From an optimization exercise on the open Yosys and OpenROAD flow, aimed at small area and a short achievable clock period; shortcuts taken in it are not production practice. In this exercise RTL edits were held to simulation tests only and were not proved equivalent to the original.

<file path="design/flow/config.mk">
export PLATFORM = sky130hd
export DESIGN_NAME = Butterfly_Unit
export DESIGN_NICKNAME = Butterfly_Unit
export VERILOG_FILES = /design/flow/design.v
export SDC_FILE = /design/flow/constraint.sdc
export NUM_CORES = 4
export LEC_CHECK = 0
export CAP_MARGIN = 20
export CELL_PAD_IN_SITES_DETAIL_PLACEMENT = 0
export CELL_PAD_IN_SITES_GLOBAL_PLACEMENT = 0
export CORE_MARGIN = 2
export CORE_UTILIZATION = 55
export SETUP_SLACK_MARGIN = 2.85
export SLEW_MARGIN = 20
export TNS_END_PERCENT = 0
</file>
<file path="design/flow/constraint.sdc">
create_clock -name core_clock -period 6.5 [get_ports {clk}]
set_input_delay 1.3000 -clock core_clock [delete_from_list [all_inputs] [get_ports {clk}]]
set_output_delay 1.3000 -clock core_clock [all_outputs]
set_load 0.01 [all_outputs]
</file>
<file path="design/flow/design.v">
module Mul12_CS (
    input  [11:0] a,
    input  [11:0] b,
    output [23:0] x,
    output [23:0] y
);
    wire s1, c1, s2, c2, s3, c3, s4, c4, s5, c5, s6, c6, s7, c7, s8, c8;
    wire s9, c9, s10, c10, s11, c11, s12, c12, s13, c13, s14, c14, s15, c15, s16, c16;
    wire s17, c17, s18, c18, s19, c19, s20, c20, s21, c21, s22, c22, s23, c23, s24, c24;
    wire s25, c25, s26, c26, s27, c27, s28, c28, s29, c29, s30, c30, s31, c31, s32, c32;
    wire s33, c33, s34, c34, s35, c35, s36, c36, s37, c37, s38, c38, s39, c39, s40, c40;
    wire s41, c41, s42, c42, s43, c43, s44, c44, s45, c45, s46, c46, s47, c47, s48, c48;
    wire s49, c49, s50, c50, s51, c51, s52, c52, s53, c53, s54, c54, s55, c55, s56, c56;
    wire s57, c57, s58, c58, s59, c59, s60, c60, s61, c61, s62, c62, s63, c63, s64, c64;
    wire s65, c65, s66, c66, s67, c67, s68, c68, s69, c69, s70, c70, s71, c71, s72, c72;
    wire s73, c73, s74, c74, s75, c75, s76, c76, s77, c77, s78, c78, s79, c79, s80, c80;
    wire s81, c81, s82, c82, s83, c83, s84, c84, s85, c85, s86, c86, s87, c87, s88, c88;
    wire s89, c89, s90, c90, s91, c91, s92, c92, s93, c93, s94, c94, s95, c95, s96, c96;
    wire s97, c97, s98, c98, s99, c99, s100, c100, s101, c101, s102, c102, s103, c103, s104, c104;
    wire s105, c105, s106, c106, s107, c107, s108, c108, s109, c109, s110, c110;
    assign s1 = ~((~(a[0] & b[9])) ^ (~(a[1] & b[8])));
    assign c1 = (~(a[0] & b[9])) | (~(a[1] & b[8]));
    assign {c2, s2} = {1'b0, (~(a[0] & b[10]))} + {1'b0, (~(a[1] & b[9]))} + {1'b0, (~(a[2] & b[8]))};
    assign s3 = ~((~(a[3] & b[7])) ^ (~(a[4] & b[6])));
    assign c3 = (~(a[3] & b[7])) | (~(a[4] & b[6]));
    assign {c4, s4} = {1'b0, (~(a[0] & b[11]))} + {1'b0, (~(a[1] & b[10]))} + {1'b0, (~(a[2] & b[9]))};
    assign {c5, s5} = {1'b0, (~(a[3] & b[8]))} + {1'b0, (~(a[4] & b[7]))} + {1'b0, (~(a[5] & b[6]))};
    assign s6 = ~((~(a[6] & b[5])) ^ (~(a[7] & b[4])));
    assign c6 = (~(a[6] & b[5])) | (~(a[7] & b[4]));
    assign {c7, s7} = {1'b0, (~(a[1] & b[11]))} + {1'b0, (~(a[2] & b[10]))} + {1'b0, (~(a[3] & b[9]))};
    assign {c8, s8} = {1'b0, (~(a[4] & b[8]))} + {1'b0, (~(a[5] & b[7]))} + {1'b0, (~(a[6] & b[6]))};
    assign s9 = ~((~(a[7] & b[5])) ^ (~(a[8] & b[4])));
    assign c9 = (~(a[7] & b[5])) | (~(a[8] & b[4]));
    assign {c10, s10} = {1'b0, (~(a[2] & b[11]))} + {1'b0, (~(a[3] & b[10]))} + {1'b0, (~(a[4] & b[9]))};
    assign {c11, s11} = {1'b0, (~(a[5] & b[8]))} + {1'b0, (~(a[6] & b[7]))} + {1'b0, (~(a[7] & b[6]))};
    assign {c12, s12} = {1'b0, (~(a[3] & b[11]))} + {1'b0, (~(a[4] & b[10]))} + {1'b0, (~(a[5] & b[9]))};
    assign s13 = ~((~(a[0] & b[6])) ^ (~(a[1] & b[5])));
    assign c13 = (~(a[0] & b[6])) | (~(a[1] & b[5]));
    assign {c14, s14} = {1'b0, (~(a[0] & b[7]))} + {1'b0, (~(a[1] & b[6]))} + {1'b0, (~(a[2] & b[5]))};
    assign s15 = ~((~(a[3] & b[4])) ^ (~(a[4] & b[3])));
    assign c15 = (~(a[3] & b[4])) | (~(a[4] & b[3]));
    assign {c16, s16} = {1'b0, (~(a[0] & b[8]))} + {1'b0, (~(a[1] & b[7]))} + {1'b0, (~(a[2] & b[6]))};
    assign {c17, s17} = {1'b0, (~(a[3] & b[5]))} + {1'b0, (~(a[4] & b[4]))} + {1'b0, (~(a[5] & b[3]))};
    assign s18 = ~((~(a[6] & b[2])) ^ (~(a[7] & b[1])));
    assign c18 = (~(a[6] & b[2])) | (~(a[7] & b[1]));
    assign {c19, s19} = {1'b0, s1} + {1'b0, (~(a[2] & b[7]))} + {1'b0, (~(a[3] & b[6]))};
    assign {c20, s20} = {1'b0, (~(a[4] & b[5]))} + {1'b0, (~(a[5] & b[4]))} + {1'b0, (~(a[6] & b[3]))};
    assign {c21, s21} = {1'b0, (~(a[7] & b[2]))} + {1'b0, (~(a[8] & b[1]))} + {1'b0, (~(a[9] & b[0]))};
    assign {c22, s22} = {1'b0, s2} + {1'b0, s3} + {1'b0, (~(a[5] & b[5]))};
    assign {c23, s23} = {1'b0, (~(a[6] & b[4]))} + {1'b0, (~(a[7] & b[3]))} + {1'b0, (~(a[8] & b[2]))};
    assign {c24, s24} = {1'b0, (~(a[9] & b[1]))} + {1'b0, (~(a[10] & b[0]))} + {1'b0, c1};
    assign {c25, s25} = {1'b0, s4} + {1'b0, s5} + {1'b0, s6};
    assign {c26, s26} = {1'b0, (~(a[8] & b[3]))} + {1'b0, (~(a[9] & b[2]))} + {1'b0, (~(a[10] & b[1]))};
    assign {c27, s27} = {1'b0, (~(a[11] & b[0]))} + {1'b0, c2} + {1'b0, c3};
    assign {c28, s28} = {1'b0, s7} + {1'b0, s8} + {1'b0, s9};
    assign {c29, s29} = {1'b0, (~(a[9] & b[3]))} + {1'b0, (~(a[10] & b[2]))} + {1'b0, (~(a[11] & b[1]))};
    assign {c30, s30} = {1'b0, c4} + {1'b0, c5} + {1'b0, c6};
    assign {c31, s31} = {1'b0, s10} + {1'b0, s11} + {1'b0, (~(a[8] & b[5]))};
    assign {c32, s32} = {1'b0, (~(a[9] & b[4]))} + {1'b0, (~(a[10] & b[3]))} + {1'b0, (~(a[11] & b[2]))};
    assign {c33, s33} = {1'b0, c7} + {1'b0, c8} + {1'b0, c9};
    assign {c34, s34} = {1'b0, s12} + {1'b0, (~(a[6] & b[8]))} + {1'b0, (~(a[7] & b[7]))};
    assign {c35, s35} = {1'b0, (~(a[8] & b[6]))} + {1'b0, (~(a[9] & b[5]))} + {1'b0, (~(a[10] & b[4]))};
    assign {c36, s36} = {1'b0, (~(a[11] & b[3]))} + {1'b0, c10} + {1'b0, c11};
    assign {c37, s37} = {1'b0, (~(a[4] & b[11]))} + {1'b0, (~(a[5] & b[10]))} + {1'b0, (~(a[6] & b[9]))};
    assign {c38, s38} = {1'b0, (~(a[7] & b[8]))} + {1'b0, (~(a[8] & b[7]))} + {1'b0, (~(a[9] & b[6]))};
    assign {c39, s39} = {1'b0, (~(a[10] & b[5]))} + {1'b0, (~(a[11] & b[4]))} + {1'b0, c12};
    assign {c40, s40} = {1'b0, (~(a[5] & b[11]))} + {1'b0, (~(a[6] & b[10]))} + {1'b0, (~(a[7] & b[9]))};
    assign {c41, s41} = {1'b0, (~(a[8] & b[8]))} + {1'b0, (~(a[9] & b[7]))} + {1'b0, (~(a[10] & b[6]))};
    assign {c42, s42} = {1'b0, (~(a[6] & b[11]))} + {1'b0, (~(a[7] & b[10]))} + {1'b0, (~(a[8] & b[9]))};
    assign s43 = ~((~(a[0] & b[4])) ^ (~(a[1] & b[3])));
    assign c43 = (~(a[0] & b[4])) | (~(a[1] & b[3]));
    assign {c44, s44} = {1'b0, (~(a[0] & b[5]))} + {1'b0, (~(a[1] & b[4]))} + {1'b0, (~(a[2] & b[3]))};
    assign s45 = ~((~(a[3] & b[2])) ^ (~(a[4] & b[1])));
    assign c45 = (~(a[3] & b[2])) | (~(a[4] & b[1]));
    assign {c46, s46} = {1'b0, s13} + {1'b0, (~(a[2] & b[4]))} + {1'b0, (~(a[3] & b[3]))};
    assign {c47, s47} = {1'b0, (~(a[4] & b[2]))} + {1'b0, (~(a[5] & b[1]))} + {1'b0, (~(a[6] & b[0]))};
    assign {c48, s48} = {1'b0, s14} + {1'b0, s15} + {1'b0, (~(a[5] & b[2]))};
    assign {c49, s49} = {1'b0, (~(a[6] & b[1]))} + {1'b0, (~(a[7] & b[0]))} + {1'b0, c13};
    assign {c50, s50} = {1'b0, s16} + {1'b0, s17} + {1'b0, s18};
    assign {c51, s51} = {1'b0, (~(a[8] & b[0]))} + {1'b0, c14} + {1'b0, c15};
    assign {c52, s52} = {1'b0, s19} + {1'b0, s20} + {1'b0, s21};
    assign {c53, s53} = {1'b0, c16} + {1'b0, c17} + {1'b0, c18};
    assign {c54, s54} = {1'b0, s22} + {1'b0, s23} + {1'b0, s24};
    assign {c55, s55} = {1'b0, c19} + {1'b0, c20} + {1'b0, c21};
    assign {c56, s56} = {1'b0, s25} + {1'b0, s26} + {1'b0, s27};
    assign {c57, s57} = {1'b0, c22} + {1'b0, c23} + {1'b0, c24};
    assign {c58, s58} = {1'b0, s28} + {1'b0, s29} + {1'b0, s30};
    assign {c59, s59} = {1'b0, c25} + {1'b0, c26} + {1'b0, c27};
    assign {c60, s60} = {1'b0, s31} + {1'b0, s32} + {1'b0, s33};
    assign {c61, s61} = {1'b0, c28} + {1'b0, c29} + {1'b0, c30};
    assign {c62, s62} = {1'b0, s34} + {1'b0, s35} + {1'b0, s36};
    assign {c63, s63} = {1'b0, c31} + {1'b0, c32} + {1'b0, c33};
    assign {c64, s64} = {1'b0, s37} + {1'b0, s38} + {1'b0, s39};
    assign {c65, s65} = {1'b0, c34} + {1'b0, c35} + {1'b0, c36};
    assign {c66, s66} = {1'b0, s40} + {1'b0, s41} + {1'b0, (~(a[11] & b[5]))};
    assign {c67, s67} = {1'b0, c37} + {1'b0, c38} + {1'b0, c39};
    assign {c68, s68} = {1'b0, s42} + {1'b0, (~(a[9] & b[8]))} + {1'b0, (~(a[10] & b[7]))};
    assign {c69, s69} = {1'b0, (~(a[11] & b[6]))} + {1'b0, c40} + {1'b0, c41};
    assign {c70, s70} = {1'b0, (~(a[7] & b[11]))} + {1'b0, (~(a[8] & b[10]))} + {1'b0, (~(a[9] & b[9]))};
    assign {c71, s71} = {1'b0, (~(a[10] & b[8]))} + {1'b0, (~(a[11] & b[7]))} + {1'b0, c42};
    assign {c72, s72} = {1'b0, (~(a[8] & b[11]))} + {1'b0, (~(a[9] & b[10]))} + {1'b0, (~(a[10] & b[9]))};
    assign s73 = ~((~(a[0] & b[3])) ^ (~(a[1] & b[2])));
    assign c73 = (~(a[0] & b[3])) | (~(a[1] & b[2]));
    assign {c74, s74} = {1'b0, s43} + {1'b0, (~(a[2] & b[2]))} + {1'b0, (~(a[3] & b[1]))};
    assign {c75, s75} = {1'b0, s44} + {1'b0, s45} + {1'b0, (~(a[5] & b[0]))};
    assign {c76, s76} = {1'b0, s46} + {1'b0, s47} + {1'b0, c44};
    assign {c77, s77} = {1'b0, s48} + {1'b0, s49} + {1'b0, c46};
    assign {c78, s78} = {1'b0, s50} + {1'b0, s51} + {1'b0, c48};
    assign {c79, s79} = {1'b0, s52} + {1'b0, s53} + {1'b0, c50};
    assign {c80, s80} = {1'b0, s54} + {1'b0, s55} + {1'b0, c52};
    assign {c81, s81} = {1'b0, s56} + {1'b0, s57} + {1'b0, c54};
    assign {c82, s82} = {1'b0, s58} + {1'b0, s59} + {1'b0, c56};
    assign {c83, s83} = {1'b0, s60} + {1'b0, s61} + {1'b0, c58};
    assign {c84, s84} = {1'b0, s62} + {1'b0, s63} + {1'b0, c60};
    assign {c85, s85} = {1'b0, s64} + {1'b0, s65} + {1'b0, c62};
    assign {c86, s86} = {1'b0, s66} + {1'b0, s67} + {1'b0, c64};
    assign {c87, s87} = {1'b0, s68} + {1'b0, s69} + {1'b0, c66};
    assign {c88, s88} = {1'b0, s70} + {1'b0, s71} + {1'b0, c68};
    assign {c89, s89} = {1'b0, s72} + {1'b0, (~(a[11] & b[8]))} + {1'b0, c70};
    assign {c90, s90} = {1'b0, (~(a[9] & b[11]))} + {1'b0, (~(a[10] & b[10]))} + {1'b0, (~(a[11] & b[9]))};
    assign s91 = ~((~(a[0] & b[2])) ^ (~(a[1] & b[1])));
    assign c91 = (~(a[0] & b[2])) | (~(a[1] & b[1]));
    assign {c92, s92} = {1'b0, s73} + {1'b0, (~(a[2] & b[1]))} + {1'b0, (~(a[3] & b[0]))};
    assign {c93, s93} = {1'b0, s74} + {1'b0, (~(a[4] & b[0]))} + {1'b0, c73};
    assign {c94, s94} = {1'b0, s75} + {1'b0, c43} + {1'b0, c74};
    assign {c95, s95} = {1'b0, s76} + {1'b0, c45} + {1'b0, c75};
    assign {c96, s96} = {1'b0, s77} + {1'b0, c47} + {1'b0, c76};
    assign {c97, s97} = {1'b0, s78} + {1'b0, c49} + {1'b0, c77};
    assign {c98, s98} = {1'b0, s79} + {1'b0, c51} + {1'b0, c78};
    assign {c99, s99} = {1'b0, s80} + {1'b0, c53} + {1'b0, c79};
    assign {c100, s100} = {1'b0, s81} + {1'b0, c55} + {1'b0, c80};
    assign {c101, s101} = {1'b0, s82} + {1'b0, c57} + {1'b0, c81};
    assign {c102, s102} = {1'b0, s83} + {1'b0, c59} + {1'b0, c82};
    assign {c103, s103} = {1'b0, s84} + {1'b0, c61} + {1'b0, c83};
    assign {c104, s104} = {1'b0, s85} + {1'b0, c63} + {1'b0, c84};
    assign {c105, s105} = {1'b0, s86} + {1'b0, c65} + {1'b0, c85};
    assign {c106, s106} = {1'b0, s87} + {1'b0, c67} + {1'b0, c86};
    assign {c107, s107} = {1'b0, s88} + {1'b0, c69} + {1'b0, c87};
    assign {c108, s108} = {1'b0, s89} + {1'b0, c71} + {1'b0, c88};
    assign {c109, s109} = {1'b0, s90} + {1'b0, c72} + {1'b0, c89};
    assign {c110, s110} = {1'b0, (~(a[10] & b[11]))} + {1'b0, (~(a[11] & b[10]))} + {1'b0, c90};
    assign x = ~{1'b1, (~(a[11] & b[11])), s110, s109, s108, s107, s106, s105, s104, s103, s102, s101, s100, s99, s98, s97, s96, s95, s94, s93, s92, s91, (~(a[0] & b[1])), (~(a[0] & b[0]))};
    assign y = ~{1'b1, c110, c109, c108, c107, c106, c105, c104, c103, c102, c101, c100, c99, c98, c97, c96, c95, c94, c93, c92, c91, (~(a[2] & b[0])), (~(a[1] & b[0])), 1'b1};
endmodule
module Tab_P11 (input [3:0] h, output [12:0] t);
    assign t[0] = (~h[3] & ~h[2] & ~h[1] & ~h[0]) | (~h[3] & ~h[2] & ~h[1] & h[0]) | (~h[3] & ~h[2] & h[1] & h[0]) | (~h[3] & h[2] & ~h[1] & ~h[0]) | (~h[3] & h[2] & h[1] & h[0]) | (h[3] & ~h[2] & h[1] & ~h[0]) | (h[3] & ~h[2] & h[1] & h[0]) | (h[3] & h[2] & ~h[1] & h[0]) | (h[3] & h[2] & h[1] & ~h[0]);
    assign t[1] = (~h[3] & ~h[2] & h[1] & h[0]) | (~h[3] & h[2] & ~h[1] & ~h[0]) | (~h[3] & h[2] & ~h[1] & h[0]) | (~h[3] & h[2] & h[1] & ~h[0]) | (h[3] & ~h[2] & h[1] & ~h[0]) | (h[3] & ~h[2] & h[1] & h[0]) | (h[3] & h[2] & ~h[1] & ~h[0]);
    assign t[2] = (~h[3] & ~h[2] & h[1] & h[0]) | (~h[3] & h[2] & ~h[1] & ~h[0]) | (~h[3] & h[2] & ~h[1] & h[0]) | (~h[3] & h[2] & h[1] & ~h[0]) | (~h[3] & h[2] & h[1] & h[0]) | (h[3] & ~h[2] & ~h[1] & ~h[0]) | (h[3] & ~h[2] & ~h[1] & h[0]);
    assign t[3] = (~h[3] & ~h[2] & h[1] & h[0]) | (~h[3] & h[2] & ~h[1] & ~h[0]) | (~h[3] & h[2] & ~h[1] & h[0]) | (~h[3] & h[2] & h[1] & ~h[0]) | (~h[3] & h[2] & h[1] & h[0]) | (h[3] & ~h[2] & ~h[1] & ~h[0]) | (h[3] & ~h[2] & ~h[1] & h[0]) | (h[3] & ~h[2] & h[1] & ~h[0]) | (h[3] & ~h[2] & h[1] & h[0]) | (h[3] & h[2] & ~h[1] & ~h[0]) | (h[3] & h[2] & ~h[1] & h[0]) | (h[3] & h[2] & h[1] & ~h[0]) | (h[3] & h[2] & h[1] & h[0]);
    assign t[4] = (~h[3] & ~h[2] & h[1] & h[0]) | (~h[3] & h[2] & ~h[1] & ~h[0]) | (~h[3] & h[2] & ~h[1] & h[0]) | (~h[3] & h[2] & h[1] & ~h[0]) | (~h[3] & h[2] & h[1] & h[0]) | (h[3] & ~h[2] & ~h[1] & ~h[0]) | (h[3] & ~h[2] & ~h[1] & h[0]) | (h[3] & ~h[2] & h[1] & ~h[0]) | (h[3] & ~h[2] & h[1] & h[0]) | (h[3] & h[2] & ~h[1] & ~h[0]) | (h[3] & h[2] & ~h[1] & h[0]) | (h[3] & h[2] & h[1] & ~h[0]) | (h[3] & h[2] & h[1] & h[0]);
    assign t[5] = (~h[3] & ~h[2] & h[1] & h[0]) | (~h[3] & h[2] & ~h[1] & ~h[0]) | (~h[3] & h[2] & ~h[1] & h[0]) | (~h[3] & h[2] & h[1] & ~h[0]) | (~h[3] & h[2] & h[1] & h[0]) | (h[3] & ~h[2] & ~h[1] & ~h[0]) | (h[3] & ~h[2] & ~h[1] & h[0]) | (h[3] & ~h[2] & h[1] & ~h[0]) | (h[3] & ~h[2] & h[1] & h[0]) | (h[3] & h[2] & ~h[1] & ~h[0]) | (h[3] & h[2] & ~h[1] & h[0]) | (h[3] & h[2] & h[1] & ~h[0]) | (h[3] & h[2] & h[1] & h[0]);
    assign t[6] = (~h[3] & ~h[2] & h[1] & h[0]) | (~h[3] & h[2] & ~h[1] & ~h[0]) | (~h[3] & h[2] & ~h[1] & h[0]) | (~h[3] & h[2] & h[1] & ~h[0]) | (~h[3] & h[2] & h[1] & h[0]) | (h[3] & ~h[2] & ~h[1] & ~h[0]) | (h[3] & ~h[2] & ~h[1] & h[0]) | (h[3] & ~h[2] & h[1] & ~h[0]) | (h[3] & ~h[2] & h[1] & h[0]) | (h[3] & h[2] & ~h[1] & ~h[0]) | (h[3] & h[2] & ~h[1] & h[0]) | (h[3] & h[2] & h[1] & ~h[0]) | (h[3] & h[2] & h[1] & h[0]);
    assign t[7] = (~h[3] & ~h[2] & h[1] & h[0]) | (~h[3] & h[2] & ~h[1] & ~h[0]) | (~h[3] & h[2] & ~h[1] & h[0]) | (~h[3] & h[2] & h[1] & ~h[0]) | (~h[3] & h[2] & h[1] & h[0]) | (h[3] & ~h[2] & ~h[1] & ~h[0]) | (h[3] & ~h[2] & ~h[1] & h[0]) | (h[3] & ~h[2] & h[1] & ~h[0]) | (h[3] & ~h[2] & h[1] & h[0]) | (h[3] & h[2] & ~h[1] & ~h[0]) | (h[3] & h[2] & ~h[1] & h[0]) | (h[3] & h[2] & h[1] & ~h[0]) | (h[3] & h[2] & h[1] & h[0]);
    assign t[8] = (~h[3] & ~h[2] & ~h[1] & ~h[0]) | (~h[3] & ~h[2] & ~h[1] & h[0]) | (~h[3] & h[2] & ~h[1] & h[0]) | (~h[3] & h[2] & h[1] & ~h[0]) | (h[3] & ~h[2] & ~h[1] & ~h[0]) | (h[3] & ~h[2] & ~h[1] & h[0]) | (h[3] & h[2] & ~h[1] & ~h[0]) | (h[3] & h[2] & h[1] & h[0]);
    assign t[9] = (~h[3] & ~h[2] & h[1] & h[0]) | (~h[3] & h[2] & ~h[1] & ~h[0]) | (h[3] & ~h[2] & ~h[1] & ~h[0]) | (h[3] & ~h[2] & ~h[1] & h[0]) | (h[3] & ~h[2] & h[1] & ~h[0]) | (h[3] & ~h[2] & h[1] & h[0]) | (h[3] & h[2] & h[1] & h[0]);
    assign t[10] = (~h[3] & ~h[2] & ~h[1] & ~h[0]) | (~h[3] & ~h[2] & ~h[1] & h[0]) | (~h[3] & h[2] & ~h[1] & h[0]) | (~h[3] & h[2] & h[1] & ~h[0]) | (h[3] & ~h[2] & h[1] & ~h[0]) | (h[3] & ~h[2] & h[1] & h[0]) | (h[3] & h[2] & ~h[1] & h[0]) | (h[3] & h[2] & h[1] & ~h[0]) | (h[3] & h[2] & h[1] & h[0]);
    assign t[11] = (~h[3] & ~h[2] & ~h[1] & ~h[0]) | (~h[3] & ~h[2] & h[1] & h[0]) | (~h[3] & h[2] & ~h[1] & h[0]) | (h[3] & ~h[2] & ~h[1] & ~h[0]) | (h[3] & ~h[2] & h[1] & ~h[0]) | (h[3] & h[2] & ~h[1] & h[0]) | (h[3] & h[2] & h[1] & h[0]);
    assign t[12] = (~h[3] & ~h[2] & ~h[1] & h[0]) | (~h[3] & ~h[2] & h[1] & ~h[0]) | (~h[3] & h[2] & ~h[1] & ~h[0]) | (~h[3] & h[2] & h[1] & ~h[0]) | (~h[3] & h[2] & h[1] & h[0]) | (h[3] & ~h[2] & ~h[1] & h[0]) | (h[3] & ~h[2] & h[1] & h[0]) | (h[3] & h[2] & ~h[1] & ~h[0]) | (h[3] & h[2] & h[1] & ~h[0]);
endmodule
module Tab_P15 (input [3:0] h, output [12:0] t);
    assign t[0] = (~h[3] & ~h[2] & ~h[1] & ~h[0]) | (~h[3] & ~h[2] & ~h[1] & h[0]) | (~h[3] & ~h[2] & h[1] & ~h[0]) | (~h[3] & ~h[2] & h[1] & h[0]) | (~h[3] & h[2] & ~h[1] & ~h[0]) | (h[3] & ~h[2] & h[1] & h[0]) | (h[3] & h[2] & ~h[1] & ~h[0]) | (h[3] & h[2] & ~h[1] & h[0]) | (h[3] & h[2] & h[1] & ~h[0]) | (h[3] & h[2] & h[1] & h[0]);
    assign t[1] = (~h[3] & ~h[2] & ~h[1] & h[0]) | (~h[3] & ~h[2] & h[1] & h[0]) | (~h[3] & h[2] & h[1] & ~h[0]) | (h[3] & ~h[2] & ~h[1] & ~h[0]) | (h[3] & ~h[2] & h[1] & ~h[0]) | (h[3] & h[2] & ~h[1] & ~h[0]) | (h[3] & h[2] & h[1] & ~h[0]);
    assign t[2] = (~h[3] & ~h[2] & ~h[1] & h[0]) | (~h[3] & ~h[2] & h[1] & ~h[0]) | (~h[3] & h[2] & h[1] & ~h[0]) | (~h[3] & h[2] & h[1] & h[0]) | (h[3] & ~h[2] & h[1] & ~h[0]) | (h[3] & ~h[2] & h[1] & h[0]) | (h[3] & h[2] & h[1] & ~h[0]) | (h[3] & h[2] & h[1] & h[0]);
    assign t[3] = (~h[3] & ~h[2] & h[1] & ~h[0]) | (~h[3] & h[2] & ~h[1] & ~h[0]) | (~h[3] & h[2] & h[1] & h[0]) | (h[3] & ~h[2] & ~h[1] & h[0]) | (h[3] & ~h[2] & h[1] & ~h[0]) | (h[3] & h[2] & ~h[1] & ~h[0]) | (h[3] & h[2] & h[1] & h[0]);
    assign t[4] = (~h[3] & ~h[2] & ~h[1] & h[0]) | (~h[3] & h[2] & ~h[1] & ~h[0]) | (~h[3] & h[2] & ~h[1] & h[0]) | (~h[3] & h[2] & h[1] & h[0]) | (h[3] & ~h[2] & ~h[1] & ~h[0]) | (h[3] & ~h[2] & h[1] & ~h[0]) | (h[3] & ~h[2] & h[1] & h[0]) | (h[3] & h[2] & h[1] & ~h[0]);
    assign t[5] = (~h[3] & ~h[2] & ~h[1] & h[0]) | (~h[3] & ~h[2] & h[1] & ~h[0]) | (~h[3] & ~h[2] & h[1] & h[0]) | (~h[3] & h[2] & h[1] & h[0]) | (h[3] & ~h[2] & ~h[1] & ~h[0]) | (h[3] & ~h[2] & ~h[1] & h[0]) | (h[3] & h[2] & h[1] & ~h[0]) | (h[3] & h[2] & h[1] & h[0]);
    assign t[6] = (~h[3] & ~h[2] & ~h[1] & h[0]) | (~h[3] & ~h[2] & h[1] & ~h[0]) | (~h[3] & ~h[2] & h[1] & h[0]) | (~h[3] & h[2] & ~h[1] & ~h[0]) | (~h[3] & h[2] & ~h[1] & h[0]) | (~h[3] & h[2] & h[1] & ~h[0]) | (h[3] & h[2] & h[1] & ~h[0]) | (h[3] & h[2] & h[1] & h[0]);
    assign t[7] = (~h[3] & ~h[2] & ~h[1] & h[0]) | (~h[3] & ~h[2] & h[1] & ~h[0]) | (~h[3] & ~h[2] & h[1] & h[0]) | (~h[3] & h[2] & ~h[1] & ~h[0]) | (~h[3] & h[2] & ~h[1] & h[0]) | (~h[3] & h[2] & h[1] & ~h[0]) | (~h[3] & h[2] & h[1] & h[0]) | (h[3] & ~h[2] & ~h[1] & ~h[0]) | (h[3] & ~h[2] & ~h[1] & h[0]) | (h[3] & ~h[2] & h[1] & ~h[0]) | (h[3] & ~h[2] & h[1] & h[0]) | (h[3] & h[2] & ~h[1] & ~h[0]) | (h[3] & h[2] & ~h[1] & h[0]);
    assign t[8] = (~h[3] & ~h[2] & ~h[1] & ~h[0]) | (~h[3] & h[2] & ~h[1] & h[0]) | (~h[3] & h[2] & h[1] & ~h[0]) | (~h[3] & h[2] & h[1] & h[0]) | (h[3] & ~h[2] & ~h[1] & ~h[0]) | (h[3] & ~h[2] & ~h[1] & h[0]) | (h[3] & ~h[2] & h[1] & ~h[0]);
    assign t[9] = (~h[3] & ~h[2] & ~h[1] & h[0]) | (~h[3] & ~h[2] & h[1] & h[0]) | (~h[3] & h[2] & ~h[1] & h[0]) | (~h[3] & h[2] & h[1] & h[0]) | (h[3] & ~h[2] & ~h[1] & h[0]) | (h[3] & h[2] & ~h[1] & ~h[0]) | (h[3] & h[2] & h[1] & ~h[0]);
    assign t[10] = (~h[3] & ~h[2] & ~h[1] & ~h[0]) | (~h[3] & ~h[2] & h[1] & h[0]) | (~h[3] & h[2] & ~h[1] & ~h[0]) | (~h[3] & h[2] & ~h[1] & h[0]) | (~h[3] & h[2] & h[1] & ~h[0]) | (h[3] & ~h[2] & ~h[1] & h[0]) | (h[3] & ~h[2] & h[1] & ~h[0]) | (h[3] & h[2] & ~h[1] & ~h[0]) | (h[3] & h[2] & ~h[1] & h[0]);
    assign t[11] = (~h[3] & ~h[2] & ~h[1] & ~h[0]) | (~h[3] & ~h[2] & ~h[1] & h[0]) | (~h[3] & ~h[2] & h[1] & ~h[0]) | (~h[3] & h[2] & ~h[1] & h[0]) | (~h[3] & h[2] & h[1] & ~h[0]) | (~h[3] & h[2] & h[1] & h[0]) | (h[3] & ~h[2] & ~h[1] & ~h[0]) | (h[3] & h[2] & ~h[1] & ~h[0]) | (h[3] & h[2] & ~h[1] & h[0]) | (h[3] & h[2] & h[1] & ~h[0]) | (h[3] & h[2] & h[1] & h[0]);
    assign t[12] = (h[3] & ~h[2] & h[1] & h[0]);
endmodule
module Tab_P19 (input [4:0] h, output [13:0] t);
    assign t[0] = (~h[4] & ~h[3] & ~h[2] & ~h[1] & ~h[0]) | (~h[4] & ~h[3] & ~h[2] & h[1] & h[0]) | (~h[4] & ~h[3] & h[2] & ~h[1] & ~h[0]) | (~h[4] & ~h[3] & h[2] & h[1] & h[0]) | (~h[4] & h[3] & ~h[2] & ~h[1] & ~h[0]) | (~h[4] & h[3] & ~h[2] & h[1] & h[0]) | (~h[4] & h[3] & h[2] & ~h[1] & ~h[0]) | (~h[4] & h[3] & h[2] & h[1] & h[0]) | (h[4] & ~h[3] & ~h[2] & ~h[1] & ~h[0]) | (h[4] & ~h[3] & ~h[2] & h[1] & h[0]) | (h[4] & ~h[3] & h[2] & ~h[1] & ~h[0]) | (h[4] & ~h[3] & h[2] & h[1] & ~h[0]) | (h[4] & ~h[3] & h[2] & h[1] & h[0]) | (h[4] & h[3] & ~h[2] & h[1] & ~h[0]) | (h[4] & h[3] & ~h[2] & h[1] & h[0]) | (h[4] & h[3] & h[2] & h[1] & ~h[0]) | (h[4] & h[3] & h[2] & h[1] & h[0]);
    assign t[1] = (~h[4] & ~h[3] & ~h[2] & ~h[1] & ~h[0]) | (~h[4] & ~h[3] & ~h[2] & ~h[1] & h[0]) | (~h[4] & ~h[3] & ~h[2] & h[1] & h[0]) | (~h[4] & ~h[3] & h[2] & h[1] & ~h[0]) | (~h[4] & h[3] & ~h[2] & ~h[1] & ~h[0]) | (~h[4] & h[3] & ~h[2] & ~h[1] & h[0]) | (~h[4] & h[3] & ~h[2] & h[1] & h[0]) | (~h[4] & h[3] & h[2] & h[1] & ~h[0]) | (h[4] & ~h[3] & ~h[2] & ~h[1] & ~h[0]) | (h[4] & ~h[3] & ~h[2] & ~h[1] & h[0]) | (h[4] & ~h[3] & ~h[2] & h[1] & h[0]) | (h[4] & ~h[3] & h[2] & h[1] & ~h[0]) | (h[4] & h[3] & ~h[2] & ~h[1] & h[0]) | (h[4] & h[3] & ~h[2] & h[1] & h[0]) | (h[4] & h[3] & h[2] & ~h[1] & ~h[0]) | (h[4] & h[3] & h[2] & h[1] & ~h[0]);
    assign t[2] = (~h[4] & ~h[3] & ~h[2] & ~h[1] & ~h[0]) | (~h[4] & ~h[3] & ~h[2] & h[1] & ~h[0]) | (~h[4] & ~h[3] & ~h[2] & h[1] & h[0]) | (~h[4] & ~h[3] & h[2] & ~h[1] & h[0]) | (~h[4] & ~h[3] & h[2] & h[1] & ~h[0]) | (~h[4] & h[3] & ~h[2] & ~h[1] & h[0]) | (~h[4] & h[3] & h[2] & ~h[1] & ~h[0]) | (~h[4] & h[3] & h[2] & h[1] & h[0]) | (h[4] & ~h[3] & ~h[2] & ~h[1] & ~h[0]) | (h[4] & ~h[3] & ~h[2] & h[1] & ~h[0]) | (h[4] & ~h[3] & ~h[2] & h[1] & h[0]) | (h[4] & ~h[3] & h[2] & ~h[1] & h[0]) | (h[4] & ~h[3] & h[2] & h[1] & ~h[0]) | (h[4] & h[3] & ~h[2] & ~h[1] & ~h[0]) | (h[4] & h[3] & ~h[2] & ~h[1] & h[0]) | (h[4] & h[3] & h[2] & ~h[1] & ~h[0]) | (h[4] & h[3] & h[2] & h[1] & h[0]);
    assign t[3] = (~h[4] & ~h[3] & ~h[2] & ~h[1] & ~h[0]) | (~h[4] & ~h[3] & h[2] & ~h[1] & ~h[0]) | (~h[4] & ~h[3] & h[2] & ~h[1] & h[0]) | (~h[4] & ~h[3] & h[2] & h[1] & ~h[0]) | (~h[4] & h[3] & ~h[2] & h[1] & ~h[0]) | (~h[4] & h[3] & ~h[2] & h[1] & h[0]) | (~h[4] & h[3] & h[2] & ~h[1] & ~h[0]) | (h[4] & ~h[3] & ~h[2] & ~h[1] & h[0]) | (h[4] & ~h[3] & ~h[2] & h[1] & ~h[0]) | (h[4] & ~h[3] & ~h[2] & h[1] & h[0]) | (h[4] & ~h[3] & h[2] & h[1] & h[0]) | (h[4] & h[3] & ~h[2] & ~h[1] & ~h[0]) | (h[4] & h[3] & ~h[2] & ~h[1] & h[0]) | (h[4] & h[3] & h[2] & ~h[1] & h[0]) | (h[4] & h[3] & h[2] & h[1] & ~h[0]) | (h[4] & h[3] & h[2] & h[1] & h[0]);
    assign t[4] = (~h[4] & ~h[3] & ~h[2] & ~h[1] & ~h[0]) | (~h[4] & ~h[3] & h[2] & h[1] & h[0]) | (~h[4] & h[3] & ~h[2] & ~h[1] & ~h[0]) | (~h[4] & h[3] & ~h[2] & ~h[1] & h[0]) | (~h[4] & h[3] & ~h[2] & h[1] & ~h[0]) | (~h[4] & h[3] & ~h[2] & h[1] & h[0]) | (~h[4] & h[3] & h[2] & ~h[1] & ~h[0]) | (h[4] & ~h[3] & h[2] & ~h[1] & ~h[0]) | (h[4] & ~h[3] & h[2] & ~h[1] & h[0]) | (h[4] & ~h[3] & h[2] & h[1] & ~h[0]) | (h[4] & ~h[3] & h[2] & h[1] & h[0]) | (h[4] & h[3] & ~h[2] & ~h[1] & ~h[0]) | (h[4] & h[3] & ~h[2] & ~h[1] & h[0]);
    assign t[5] = (~h[4] & ~h[3] & ~h[2] & ~h[1] & ~h[0]) | (~h[4] & ~h[3] & ~h[2] & ~h[1] & h[0]) | (~h[4] & ~h[3] & ~h[2] & h[1] & h[0]) | (~h[4] & ~h[3] & h[2] & ~h[1] & h[0]) | (~h[4] & ~h[3] & h[2] & h[1] & h[0]) | (~h[4] & h[3] & ~h[2] & ~h[1] & h[0]) | (~h[4] & h[3] & ~h[2] & h[1] & h[0]) | (~h[4] & h[3] & h[2] & h[1] & ~h[0]) | (h[4] & ~h[3] & ~h[2] & ~h[1] & ~h[0]) | (h[4] & ~h[3] & ~h[2] & h[1] & ~h[0]) | (h[4] & ~h[3] & h[2] & ~h[1] & ~h[0]) | (h[4] & ~h[3] & h[2] & h[1] & ~h[0]) | (h[4] & h[3] & ~h[2] & ~h[1] & ~h[0]) | (h[4] & h[3] & ~h[2] & h[1] & h[0]) | (h[4] & h[3] & h[2] & ~h[1] & h[0]) | (h[4] & h[3] & h[2] & h[1] & h[0]);
    assign t[6] = (~h[4] & ~h[3] & ~h[2] & ~h[1] & ~h[0]) | (~h[4] & ~h[3] & ~h[2] & ~h[1] & h[0]) | (~h[4] & ~h[3] & ~h[2] & h[1] & ~h[0]) | (~h[4] & ~h[3] & h[2] & ~h[1] & h[0]) | (~h[4] & ~h[3] & h[2] & h[1] & ~h[0]) | (~h[4] & h[3] & ~h[2] & ~h[1] & h[0]) | (~h[4] & h[3] & ~h[2] & h[1] & ~h[0]) | (~h[4] & h[3] & h[2] & h[1] & ~h[0]) | (~h[4] & h[3] & h[2] & h[1] & h[0]) | (h[4] & ~h[3] & ~h[2] & h[1] & ~h[0]) | (h[4] & ~h[3] & ~h[2] & h[1] & h[0]) | (h[4] & ~h[3] & h[2] & h[1] & ~h[0]) | (h[4] & ~h[3] & h[2] & h[1] & h[0]) | (h[4] & h[3] & ~h[2] & h[1] & h[0]) | (h[4] & h[3] & h[2] & ~h[1] & ~h[0]) | (h[4] & h[3] & h[2] & h[1] & h[0]);
    assign t[7] = (~h[4] & ~h[3] & ~h[2] & ~h[1] & ~h[0]) | (~h[4] & ~h[3] & ~h[2] & h[1] & ~h[0]) | (~h[4] & ~h[3] & h[2] & ~h[1] & ~h[0]) | (~h[4] & ~h[3] & h[2] & ~h[1] & h[0]) | (~h[4] & ~h[3] & h[2] & h[1] & h[0]) | (~h[4] & h[3] & ~h[2] & h[1] & ~h[0]) | (~h[4] & h[3] & h[2] & ~h[1] & ~h[0]) | (~h[4] & h[3] & h[2] & h[1] & h[0]) | (h[4] & ~h[3] & ~h[2] & ~h[1] & h[0]) | (h[4] & ~h[3] & ~h[2] & h[1] & ~h[0]) | (h[4] & ~h[3] & h[2] & ~h[1] & ~h[0]) | (h[4] & ~h[3] & h[2] & h[1] & h[0]) | (h[4] & h[3] & ~h[2] & ~h[1] & h[0]) | (h[4] & h[3] & h[2] & ~h[1] & ~h[0]) | (h[4] & h[3] & h[2] & h[1] & ~h[0]) | (h[4] & h[3] & h[2] & h[1] & h[0]);
    assign t[8] = (~h[4] & ~h[3] & ~h[2] & ~h[1] & h[0]) | (~h[4] & ~h[3] & ~h[2] & h[1] & h[0]) | (~h[4] & h[3] & ~h[2] & h[1] & ~h[0]) | (~h[4] & h[3] & h[2] & ~h[1] & ~h[0]) | (~h[4] & h[3] & h[2] & h[1] & ~h[0]) | (~h[4] & h[3] & h[2] & h[1] & h[0]) | (h[4] & ~h[3] & ~h[2] & ~h[1] & ~h[0]) | (h[4] & ~h[3] & ~h[2] & ~h[1] & h[0]) | (h[4] & ~h[3] & ~h[2] & h[1] & h[0]) | (h[4] & ~h[3] & h[2] & ~h[1] & h[0]) | (h[4] & ~h[3] & h[2] & h[1] & ~h[0]) | (h[4] & h[3] & ~h[2] & ~h[1] & ~h[0]) | (h[4] & h[3] & ~h[2] & h[1] & ~h[0]) | (h[4] & h[3] & h[2] & h[1] & h[0]);
    assign t[9] = (~h[4] & ~h[3] & ~h[2] & ~h[1] & ~h[0]) | (~h[4] & ~h[3] & ~h[2] & h[1] & ~h[0]) | (~h[4] & ~h[3] & h[2] & ~h[1] & ~h[0]) | (~h[4] & ~h[3] & h[2] & h[1] & ~h[0]) | (~h[4] & h[3] & ~h[2] & ~h[1] & ~h[0]) | (~h[4] & h[3] & h[2] & h[1] & h[0]) | (h[4] & ~h[3] & ~h[2] & ~h[1] & h[0]) | (h[4] & ~h[3] & ~h[2] & h[1] & h[0]) | (h[4] & ~h[3] & h[2] & ~h[1] & h[0]) | (h[4] & ~h[3] & h[2] & h[1] & h[0]) | (h[4] & h[3] & ~h[2] & ~h[1] & h[0]) | (h[4] & h[3] & ~h[2] & h[1] & h[0]) | (h[4] & h[3] & h[2] & ~h[1] & h[0]);
    assign t[10] = (~h[4] & h[3] & h[2] & h[1] & h[0]) | (h[4] & ~h[3] & ~h[2] & ~h[1] & h[0]) | (h[4] & ~h[3] & ~h[2] & h[1] & h[0]) | (h[4] & ~h[3] & h[2] & ~h[1] & h[0]) | (h[4] & ~h[3] & h[2] & h[1] & ~h[0]) | (h[4] & ~h[3] & h[2] & h[1] & h[0]) | (h[4] & h[3] & ~h[2] & ~h[1] & ~h[0]) | (h[4] & h[3] & ~h[2] & ~h[1] & h[0]) | (h[4] & h[3] & ~h[2] & h[1] & ~h[0]) | (h[4] & h[3] & ~h[2] & h[1] & h[0]) | (h[4] & h[3] & h[2] & ~h[1] & ~h[0]) | (h[4] & h[3] & h[2] & ~h[1] & h[0]) | (h[4] & h[3] & h[2] & h[1] & ~h[0]) | (h[4] & h[3] & h[2] & h[1] & h[0]);
    assign t[11] = (~h[4] & ~h[3] & ~h[2] & ~h[1] & h[0]) | (~h[4] & ~h[3] & ~h[2] & h[1] & h[0]) | (~h[4] & ~h[3] & h[2] & ~h[1] & h[0]) | (~h[4] & ~h[3] & h[2] & h[1] & h[0]) | (~h[4] & h[3] & ~h[2] & ~h[1] & h[0]) | (~h[4] & h[3] & ~h[2] & h[1] & h[0]) | (~h[4] & h[3] & h[2] & ~h[1] & h[0]) | (h[4] & ~h[3] & h[2] & h[1] & ~h[0]) | (h[4] & h[3] & ~h[2] & ~h[1] & ~h[0]) | (h[4] & h[3] & ~h[2] & h[1] & ~h[0]) | (h[4] & h[3] & h[2] & ~h[1] & ~h[0]) | (h[4] & h[3] & h[2] & h[1] & ~h[0]);
    assign t[12] = (~h[4] & ~h[3] & ~h[2] & ~h[1] & ~h[0]) | (~h[4] & ~h[3] & ~h[2] & ~h[1] & h[0]) | (~h[4] & ~h[3] & ~h[2] & h[1] & ~h[0]) | (~h[4] & ~h[3] & ~h[2] & h[1] & h[0]) | (~h[4] & ~h[3] & h[2] & ~h[1] & ~h[0]) | (~h[4] & ~h[3] & h[2] & ~h[1] & h[0]) | (~h[4] & ~h[3] & h[2] & h[1] & ~h[0]) | (~h[4] & ~h[3] & h[2] & h[1] & h[0]) | (~h[4] & h[3] & ~h[2] & ~h[1] & ~h[0]) | (~h[4] & h[3] & ~h[2] & ~h[1] & h[0]) | (~h[4] & h[3] & ~h[2] & h[1] & ~h[0]) | (~h[4] & h[3] & ~h[2] & h[1] & h[0]) | (~h[4] & h[3] & h[2] & ~h[1] & ~h[0]) | (~h[4] & h[3] & h[2] & ~h[1] & h[0]) | (~h[4] & h[3] & h[2] & h[1] & ~h[0]) | (~h[4] & h[3] & h[2] & h[1] & h[0]) | (h[4] & ~h[3] & ~h[2] & ~h[1] & ~h[0]) | (h[4] & ~h[3] & ~h[2] & ~h[1] & h[0]) | (h[4] & ~h[3] & ~h[2] & h[1] & ~h[0]) | (h[4] & ~h[3] & ~h[2] & h[1] & h[0]) | (h[4] & ~h[3] & h[2] & ~h[1] & ~h[0]) | (h[4] & ~h[3] & h[2] & ~h[1] & h[0]) | (h[4] & ~h[3] & h[2] & h[1] & ~h[0]) | (h[4] & ~h[3] & h[2] & h[1] & h[0]) | (h[4] & h[3] & ~h[2] & ~h[1] & ~h[0]) | (h[4] & h[3] & ~h[2] & ~h[1] & h[0]) | (h[4] & h[3] & ~h[2] & h[1] & ~h[0]) | (h[4] & h[3] & ~h[2] & h[1] & h[0]) | (h[4] & h[3] & h[2] & ~h[1] & ~h[0]) | (h[4] & h[3] & h[2] & ~h[1] & h[0]) | (h[4] & h[3] & h[2] & h[1] & ~h[0]) | (h[4] & h[3] & h[2] & h[1] & h[0]);
    assign t[13] = (~h[4] & ~h[3] & ~h[2] & ~h[1] & ~h[0]) | (~h[4] & ~h[3] & ~h[2] & ~h[1] & h[0]) | (~h[4] & ~h[3] & ~h[2] & h[1] & ~h[0]) | (~h[4] & ~h[3] & ~h[2] & h[1] & h[0]) | (~h[4] & ~h[3] & h[2] & ~h[1] & ~h[0]) | (~h[4] & ~h[3] & h[2] & ~h[1] & h[0]) | (~h[4] & ~h[3] & h[2] & h[1] & ~h[0]) | (~h[4] & ~h[3] & h[2] & h[1] & h[0]) | (~h[4] & h[3] & ~h[2] & ~h[1] & ~h[0]) | (~h[4] & h[3] & ~h[2] & ~h[1] & h[0]) | (~h[4] & h[3] & ~h[2] & h[1] & ~h[0]) | (~h[4] & h[3] & ~h[2] & h[1] & h[0]) | (~h[4] & h[3] & h[2] & ~h[1] & ~h[0]) | (~h[4] & h[3] & h[2] & ~h[1] & h[0]) | (~h[4] & h[3] & h[2] & h[1] & ~h[0]) | (~h[4] & h[3] & h[2] & h[1] & h[0]) | (h[4] & ~h[3] & ~h[2] & ~h[1] & ~h[0]) | (h[4] & ~h[3] & ~h[2] & ~h[1] & h[0]) | (h[4] & ~h[3] & ~h[2] & h[1] & ~h[0]) | (h[4] & ~h[3] & ~h[2] & h[1] & h[0]) | (h[4] & ~h[3] & h[2] & ~h[1] & ~h[0]) | (h[4] & ~h[3] & h[2] & ~h[1] & h[0]) | (h[4] & ~h[3] & h[2] & h[1] & ~h[0]) | (h[4] & ~h[3] & h[2] & h[1] & h[0]) | (h[4] & h[3] & ~h[2] & ~h[1] & ~h[0]) | (h[4] & h[3] & ~h[2] & ~h[1] & h[0]) | (h[4] & h[3] & ~h[2] & h[1] & ~h[0]) | (h[4] & h[3] & ~h[2] & h[1] & h[0]) | (h[4] & h[3] & h[2] & ~h[1] & ~h[0]) | (h[4] & h[3] & h[2] & ~h[1] & h[0]) | (h[4] & h[3] & h[2] & h[1] & ~h[0]) | (h[4] & h[3] & h[2] & h[1] & h[0]);
endmodule
module CSA #(parameter W = 8) (
    input  [W-1:0] a,
    input  [W-1:0] b,
    input  [W-1:0] c,
    output [W-1:0] s,
    output [W-1:0] y       
);
    wire [W-1:0] maj;
    genvar i;
    generate
        for (i = 0; i < W; i = i + 1) begin : bit_
            assign {maj[i], s[i]} = {1'b0, a[i]} + {1'b0, b[i]} + {1'b0, c[i]};
        end
    endgenerate
    assign y = {maj[W-2:0], 1'b0};
endmodule
module Butterfly_Unit (
    input clk,
    input reset,
    input [1:0] operation,   
    input valid_in,
    input [11:0] a_in,
    input [11:0] b_in,
    input [11:0] zeta,
    output reg [11:0] a_out,
    output reg [11:0] b_out,
    output reg valid_out
);
    localparam [12:0] Q = 13'd3329;
    wire        intt0 = operation[0];
    wire        zero0 = operation[1];
    wire [12:0] d0    = {1'b0, a_in} - {1'b0, b_in};
    wire [12:0] ds0, dc0;
    CSA #(13) csa_d (.a({1'b0, a_in}), .b({1'b1, ~b_in}), .c(13'd3330), .s(ds0), .y(dc0));
    wire [12:0] dq0   = ds0 + dc0;                                   
    wire [11:0] m0    = !intt0 ? b_in : (d0[12] ? dq0[11:0] : d0[11:0]);
    wire [12:0] s0    = {1'b0, a_in & {12{~zero0}}} + {1'b0, b_in & {12{intt0 & ~zero0}}};
    reg [11:0] m1, z1;
    reg [12:0] s1;
    reg        op1;
    reg        v1;
    always @(posedge clk) begin
        m1  <= m0;
        s1  <= s0;
        z1  <= zeta & {12{~zero0}};
        op1 <= intt0;
    end
    wire [23:0] px1, py1;
    Mul12_CS mul (.a(z1), .b(m1), .x(px1), .y(py1));
    reg [23:0] px2, py2;
    reg [12:0] s2;
    reg        op2;
    reg        v2;
    always @(posedge clk) begin
        px2 <= px1;
        py2 <= py1;
        s2  <= s1;
        op2 <= op1;
    end
    wire [12:0] h2 = px2[23:11] + py2[23:11];
    wire [12:0] t0, t1;
    wire [13:0] t2;
    Tab_P11 tab0 (.h(h2[3:0]),  .t(t0));
    Tab_P15 tab1 (.h(h2[7:4]),  .t(t1));
    Tab_P19 tab2 (.h(h2[12:8]), .t(t2));
    wire [13:0] sa, ca, sb, cb, sc, cc;
    CSA #(14) csa_a (.a({3'b000, px2[10:0]}), .b({3'b000, py2[10:0]}), .c({1'b0, t0}), .s(sa), .y(ca));
    CSA #(14) csa_b (.a(sa), .b(ca), .c({1'b0, t1}), .s(sb), .y(cb));
    CSA #(14) csa_c (.a(sb), .b(cb), .c(t2), .s(sc), .y(cc));
    reg [13:0] xs3, xc3;
    reg [12:0] s3;
    reg        op3;
    reg        v3;
    always @(posedge clk) begin
        xs3 <= sc;
        xc3 <= cc;
        s3  <= s2;
        op3 <= op2;
    end
    wire [13:0] x3  = xs3 + xc3;
    wire        ge1 = x3 >= 14'd3329;
    wire        ge2 = x3 >= 14'd6658;
    wire        ge3 = x3 >= 14'd9987;
    wire [11:0] x31 = x3[11:0] + 12'd767;
    wire [11:0] x32 = x3[11:0] + 12'd1534;
    wire [11:0] x33 = x3[11:0] + 12'd2301;
    wire [11:0] r3  = ge3 ? x33 : ge2 ? x32 : ge1 ? x31 : x3[11:0];
    reg [11:0] r4;
    reg [12:0] s4;
    reg        op4;
    reg        v4;
    always @(posedge clk) begin
        r4  <= r3;
        s4  <= s3;
        op4 <= op3;
    end
    wire [11:0] rn4 = r4 & {12{~op4}};
    wire [12:0] t4  = s4 + {1'b0, rn4};                            
    wire        tg4 = t4 >= 13'd3329;
    wire [11:0] tm4 = t4[11:0] + 12'd767;
    wire [11:0] ao4 = tg4 ? tm4 : t4[11:0];
    wire [12:0] u4  = {1'b0, s4[11:0]} - {1'b0, r4};
    wire [11:0] uq4 = u4[11:0] + 12'd3329;
    wire [11:0] bo4 = op4 ? r4 : (u4[12] ? uq4 : u4[11:0]);
    always @(posedge clk) begin
        a_out <= ao4;
        b_out <= bo4;
    end
    always @(posedge clk) begin
        if (reset) begin
            v1 <= 1'b0; v2 <= 1'b0; v3 <= 1'b0; v4 <= 1'b0; valid_out <= 1'b0;
        end else begin
            v1 <= valid_in; v2 <= v1; v3 <= v2; v4 <= v3; valid_out <= v4;
        end
    end
endmodule
</file>
<file path="design/flow/flow/run.sh">
#!/bin/bash
# The standard layout (standard.sh), except that the buffers buffer_ports puts on
# every input and output port are sky130_fd_sc_hd__buf_2 cells instead of its default pick.
# ORFS writes each step's log under orfs/logs/; standard.sh's own output goes to standard.log.
set -euo pipefail
export BUFFER_PORTS_ARGS="-buffer_cell sky130_fd_sc_hd__buf_2"
bash standard.sh finish > standard.log 2>&1
</file>
<file path="design/flow/standard.sh">
#!/bin/bash
# synth_recipe.tcl (not shown) runs the flow's synth.tcl, then flattens the netlist and writes it again
# the make line also repeats each setting of config.mk as NAME=value (left out here)
make -C /OpenROAD-flow-scripts/flow DESIGN_CONFIG=/design/flow/config.mk WORK_HOME=/design/flow/orfs CLKGATE_MAP_FILE= SYNTH_SCRIPT=/design/flow/synth_recipe.tcl "${@:-finish}"
</file>
==> results by group, run 1 <==
Worst setup path
  – R2R Path Start: px2[11]$_DFF_P_
  – WP data required: 6850 ps
  – Max FO, Critical Path: 8
  – Crit path from: px2[11]$_DFF_P_
  – CP Class: reg -> reg
  – Worst Path Arrival: 3960 ps
  – Crit. End Element: flip-flop
  – CP Launch Type: flip-flop

Timing
  – Setup WS post-layout: 2880 ps
  – Sum of negative setup slack: 0 ps
  – Worst hold slack: between 300 and 400 ps
  – Post-route clock period utilization: 0.556
  – Rel. slew slack: 0.490
  – Worst Skew: 17.9 ps
  – Setup violators final: 0
  – Tmin final: 3620 ps
  – Fin. max-slew vios: 0
  – Peak Freq: 277 MHz
  – Hold Vio Cnt, Final: 0
  – RSZ-0062 raised after global routing: yes
  – Slew @ Worst Pin: 759 ps

Finish
  – Reg area: 3860 µm²
  – Area of the multi-input gates: 10200 µm²
  – Layout Cells excl Fill: 1975
  – Layout cell share with drive strength beyond 1: 0.135
  – Nets@finish: 1926
  – Fillcell total: 2243
  – Syn-to-layout area delta: 13.0%
  – Antenna cell count: 0

GRT
  – Gr ovfl total: 0
  – Initial antenna violation count: 0
  – GRT Util Overall: 0.231
  – Global-route wire length before repair: 52000 µm
  – Largest net degree at the start of global routing: 37
  – Number of global-route vias before repair: approximately 10000

Worst hold path
  – Hold Crit Class: reg -> reg
  – Hold_sp: s2[4]$_DFF_P_

Job
  – Max-cap violation count: 0

Clocking
  – Num CTS Buffers: 17
  – Clock buffer depth: 2
  – Clock slew at reported path FFs: 80 ps
  – CTS tree: yes
  – Hold_buf cts: 0
  – Clk root buf: clkbuf_16
  – Clk sinks: 193
  – CTS H-tree lvls: 4
  – Clk latency of the worst-skew pair: 450 ps

Logic synthesis
  – Most frequent cell after synthesis: dfxtp_1
  – Post-synth EDFFs: 0
  – Syn Nets: 1854
  – Top-area cell type share of the netlist area: 0.267
  – Synth area leaders: dfxtp_1 27%, fa_1 20%, ha_1 9.7%
  – Post-synthesis sequential area ratio: 0.267
  – Ys async rst share: 0
  – Library cells used by synthesis: 70
  – Synth warn: 1
  – Largest area contributor in the netlist: dfxtp_1
  – Main combinational cell family by area after synthesis: adder cells
  – Seq cells post-synth: between 150 and 200
  – Post-synthesis mux area share: 0.00847
  – Synth Flop Type: dfxtp_1
  – Xor/xnor cell area share of the yosys netlist: 0.0610
  – Post-synth top cells: 193 x dfxtp_1, 157 x inv_1, 146 x fa_1
  – Adder-Cell Fraction of Synth Area: 0.299
  – Syn Inst Count: 1555
  – Post-Syn Area: ~14000 µm²
  – Mean Syn Cell Area: 9.31 µm²
  – Post-synthesis compound-gate area fraction: 0.144
  – Post-synthesis simple-gate area fraction: 0.166

Drt
  – Iter 0 DRT Violations: 565
  – Detailed Route WL: 32200 µm
  – Total number of vias: 10810
  – Via-to-Cell Ratio: 5.47
  – DRC: 0
  – Routed Antenna Nets: 0
  – DR pass1 iterations: 8
  – Wire per inst: 16.3 µm

Status
  – Status: finished clean

Place
  – DP HPWL: 24700 µm
  – Final Wtd Congestion: 0.896
  – PortBufs: 65
  – Pre-CTS setup slack: 1980 ps
  – Placed cell count: between 1500 and 2000

Floorplan
  – Boundary Pins: 66
  – Site row count: 59
  – Die area: 27600 µm²
  – Total core area: 26000 µm²
  – Initial Util: 0.557
  – Die height: 166 µm
  – Die X: 166 µm
## routing by layer
layer  share of wire  wire (µm)  global-route usage
met1            0.47      15300               0.316
met2            0.48      15400               0.390
met5               0          0                   0
met4           0.011        359              0.0528
met3           0.037       1180              0.0338
## critical path, cell delays in order (launching register included)
cell and delay, ps:
dfxtp_1 310, ha_1 220, fa_2 390, a21o_1 210, a21oi_4 140, nor2_1 60, o21a_1 210, nor2_4 180
xor2_2 80, buf_4 170, nand2_1 100, o22ai_1 90, or2_2 330, fa_1 470, fa_1 540, inv_1 40
## cell type report
class,instances,share of cell area
clock buffer,17,0.0260
clock inverter,15,0.0138
inverter,157,0.0363
multi-input combinational,1154,0.623
sequential,193,0.236
tap,335,0.0256
timing repair buffer,104,0.0395
## cells in the final DEF (no fill, tap or decap), types with 55 or more instances in the layout
master / netlist / routed
ha_1: 112 / 110
and2_1: 139 / 137
a21oi_1: 91 / 77
xnor2_1: 63 / 56
buf_2: 2 / 63
inv_1: 157 / 155
o21ai_0: 62 / 55
nand2_1: 92 / 90
dfxtp_1: 193 / 193
nor2_1: 104 / 101
fa_1: 146 / 142
## state kept, by name (all words and copies together), names as in the netlist, 13 cells and up
| name | flops |
|---|---|
| px2 | 23 |
| py2 | 22 |
| xs3 | 14 |
| s1 | 13 |
| s2 | 13 |
| s3 | 13 |
| s4 | 13 |
| xc3 | 13 |
## kinds of logic after synthesis
family,count (synthesis)
compound gates,323
mux,12
fa+ha+maj,258
other cells,1
buf+inv,208
simple gates,460
xor+xnor,100
flops,193
## final timing paths
kind	end	slack (ps)	cells past startpoint
worst min register to register	s3[4]$_DFF_P_	330	0
worst max-delay path	xs3[5]$_DFF_P_	2880	15
worst max register to register	xs3[5]$_DFF_P_	2880	15
worst min-delay path	s3[4]$_DFF_P_	330	0
## through the flow
stage | cell area [µm²] | util
2_1_floorplan | 14500 | -
3_3_place_gp | 15100 | 0.579
3_5_place_dp | 15100 | 0.579
4_1_cts | 15900 | 0.613
5_1_grt | 16400 | 0.629
6_report | 16400 | 0.629
## timing repair
item / CTS / global route
gates cloned: 0 / 1
endpoints found under the setup margin: 58 / 67
endpoints found under the hold margin: 0 / 0
pin swaps: 7 / 35
setup buffers: 9 / 26
gates resized for setup: 30 / 57
==> run 2: changes to the inputs <==
--- a/design/flow/config.mk
+++ b/design/flow/config.mk
@@ -11,3 +11,3 @@
 export CORE_MARGIN = 2
-export CORE_UTILIZATION = 55
+export CORE_UTILIZATION = 62
 export SETUP_SLACK_MARGIN = 2.85
==> run 2 against run 1 <==
Compared with the run above: critical path depth shrank 4; sequential cell count is the same; cell area grew 0.21%; largest cell class unchanged; still clean on timing, DRC and antenna; first-iteration DRC count grew 16%.
==> results by group, run 2 <==
Logic synthesis
  – Post-synthesis sequential area ratio: 0.267
  – Syn Inst Count: ~1600
  – Mean Syn Cell Area: 9.31 µm²
  – Synth warn: 1
  – Post-synth top cells: 193 x dfxtp_1, 157 x inv_1, 146 x fa_1
  – Largest area contributor in the netlist: dfxtp_1
  – Post-synth EDFFs: 0
  – Most frequent cell after synthesis: dfxtp_1
  – Library cells used by synthesis: 70
  – Post-Syn Area: 14500 µm²
  – Synth area leaders: dfxtp_1 27%, fa_1 20%, ha_1 9.7%
  – Ys async rst share: 0
  – Top-area cell type share of the netlist area: 0.267
  – Synth Flop Type: dfxtp_1
  – Seq cells post-synth: ~190
  – Syn Nets: 1854

Clocking
  – CTS tree: yes
  – CTS H-tree lvls: 4
  – Clk sinks: between 150 and 200
  – Clock slew at reported path FFs: 90 ps
  – Clock buffer depth: 2
  – Clk latency of the worst-skew pair: 450 ps
  – Num CTS Buffers: 17
  – Clk root buf: clkbuf_16

Finish
  – Fillcell total: 1755
  – Antenna cell count: 0
  – Commonest non-fill, non-tap cells in the layout: 193 x dfxtp_1, 156 x inv_1, 143 x fa_1
  – Top flop regs: px2 x23, py2 x22, xs3 x14
  – Syn-to-layout area delta: 13.2%
  – Reg area: 3860 µm²
  – Area of the multi-input gates: 10200 µm²
  – Largest Register: px2
  – Max FFs per register: 23
  – Final instance area: 16400 µm²
  – Most common cell after layout, fill and taps aside: dfxtp_1
  – Nets@finish: a little under 2000
  – Layout cell share with drive strength beyond 1: 0.133

Worst setup path
  – Reg2Reg Setup Slack: between 2000 and 3000 ps
  – WP data required: just under 7000 ps
  – Worst Path Arrival: 3920 ps
  – CP Class: reg -> reg
  – Crit. End Element: flip-flop
  – Max FO, Critical Path: 8
  – CP max-delay cell: or4_4
  – Most used cell, CP: a211o_1
  – CP Launch Type: flip-flop
  – CP max stage delay: 610 ps
  – CP Cell Sequence: ha_1, a211o_1, and2_4, a311o_1, or4_4, nor4_4, o31ai_4, a211o_1, a31oi_1, o21ai_1, xnor2_1

GRT
  – Global-route wire length before repair: around 52000 µm
  – Number of global-route vias before repair: 10525
  – Initial antenna violation count: 0
  – Gr ovfl total: 0
  – GRT Util Overall: 0.267
  – Largest net degree at the start of global routing: 37

Timing
  – Sum of negative setup slack: 0 ps
  – Tmin final: between 3000 and 4000 ps
  – Setup violators final: 0
  – Setup WS post-layout: about 2900 ps
  – RSZ-0062 raised after global routing: yes
  – Rel. slew slack: 0.561
  – Post-route clock period utilization: 0.557
  – Fin. max-slew vios: 0
  – Peak Freq: 276 MHz
  – Slew @ Worst Pin: 652 ps
  – Worst hold slack: 325 ps
  – Worst Skew: 18.5 ps
  – Hold Vio Cnt, Final: 0

Floorplan
  – Die height: 157 µm
  – Initial Util: 0.636
  – Die area: 24600 µm²
  – Die X: 157 µm
  – Site row count: 55
  – Boundary Pins: 66
  – Total core area: 22800 µm²

Place
  – Area after DPL: 15000 µm²
  – DP HPWL: 24100 µm
  – PortBufs: 65
  – Pre-CTS setup slack: between 2000 and 2500 ps
  – Final Wtd Congestion: 0.931

Drt
  – DRC: 0
  – Detailed Route WL: 31600 µm
  – Routed Antenna Nets: 0
  – DR pass1 iterations: 5
  – Via-to-Cell Ratio: 5.54
  – Total number of vias: 10834
  – Wire per inst: 16.2 µm
  – Iter 0 DRT Violations: 654

Job
  – Max-cap violation count: 0

Worst hold path
  – Hold Crit Class: reg -> reg

Status
  – Status: finished clean
## run 2: cells by family after synthesis
logic type	share of synthesized area
flops	0.267
mux	0.00847
simple gates	0.166
buf+inv	0.0544
xor+xnor	0.0610
other cells	0.000259
fa+ha+maj	0.299
compound gates	0.145
## run 2: final timing paths
check                                     from        endpoint  depth (start not counted)
worst max-delay path            xs3[2]$_DFF_P_  r4[11]$_DFF_P_                         11
worst min-delay path             s1[7]$_DFF_P_   s2[7]$_DFF_P_                          0
worst max register to register  xs3[2]$_DFF_P_  r4[11]$_DFF_P_                         11
worst min register to register   s1[7]$_DFF_P_   s2[7]$_DFF_P_                          0
## run 2: layout make-up
cell class	count	area share
Clock buffer	17	0.0260
Tap cell	313	0.0239
Timing Repair Buffer	105	0.0392
Inverter	157	0.0362
Multi-Input combinational cell	1154	0.624
Sequential cell	193	0.236
Clock inverter	15	0.0149
## run 2: timing repair
action,4_1_cts,5_1_grt
pin swaps,3,33
resized for setup,26,60
gates cloned,0,1
hold buffers,0,0
setup endpoints to repair,69,68
setup buffers,7,29
## run 2: worst max-delay path, delay by kind of cell (launching register included)
kind                     cells  cell delay (ps)
AO/OA/AOI/OAI                6             1440
XOR/XNOR                     1              150
adder cells (fa/ha/maj)      1              320
flip-flops                   1              340
AND/OR/NAND/NOR              3             1230
## run 2: metrics by stage
step / utilization / std cells
5_1_grt: 0.720 / 1954
3_5_place_dp: 0.660 / 1885
6_report: 0.720 / 1954
4_1_cts: 0.698 / 1924
2_1_floorplan: - / 1555
3_3_place_gp: 0.660 / 1885
## run 2: layer usage
metal / part of all wire / GRT usage / routed length (µm) / vias up
met1: 0.46 / 0.370 / 14400 / 5140
met4: 0.015 / 0.0708 / 480 / 0
li1: - / - / - / 5326
met2: 0.47 / 0.436 / 14900 / 325
met3: 0.057 / 0.0418 / 1800 / 43
met5: 0 / 0 / 0 / -

[afterwards: timing with drivers on the ports]
The results above use ideal ports. As a check the final layouts listed here were re-extracted and re-timed, cells and wires unchanged. Step 1: set_driving_cell puts a clkbuf_16 on clk and a buf_2 on each other input, an assumption about the parent block. Step 2 times the ports against the registers' clock, not the clock port: input delays grow and output delays shrink by t, the midpoint of the rising clock arrivals with the driver on. Three values: ideal ports, drivers, drivers and shift; two values: the first two.
| run | shift t [ns] | setup WS [ns] | clock arrival spread, ns | worst register clock-pin slew, ns | worst data-port slew with drivers (ns) |
|---|---|---|---|---|---|
| run 1 | 0.486 | 2.884 / 2.884 / 2.430 | 0.020 / 0.021 | 0.09 / 0.09 | 0.05 |
| run 2 | 0.490 | 2.882 / 2.882 / 2.423 | 0.020 / 0.020 | 0.09 / 0.09 | 0.05 |
After both steps setup and hold are still met in every run listed. The setup slack of run 2, which loses most, moves by 0.000 ns with the drivers and by -0.459 ns with both steps.
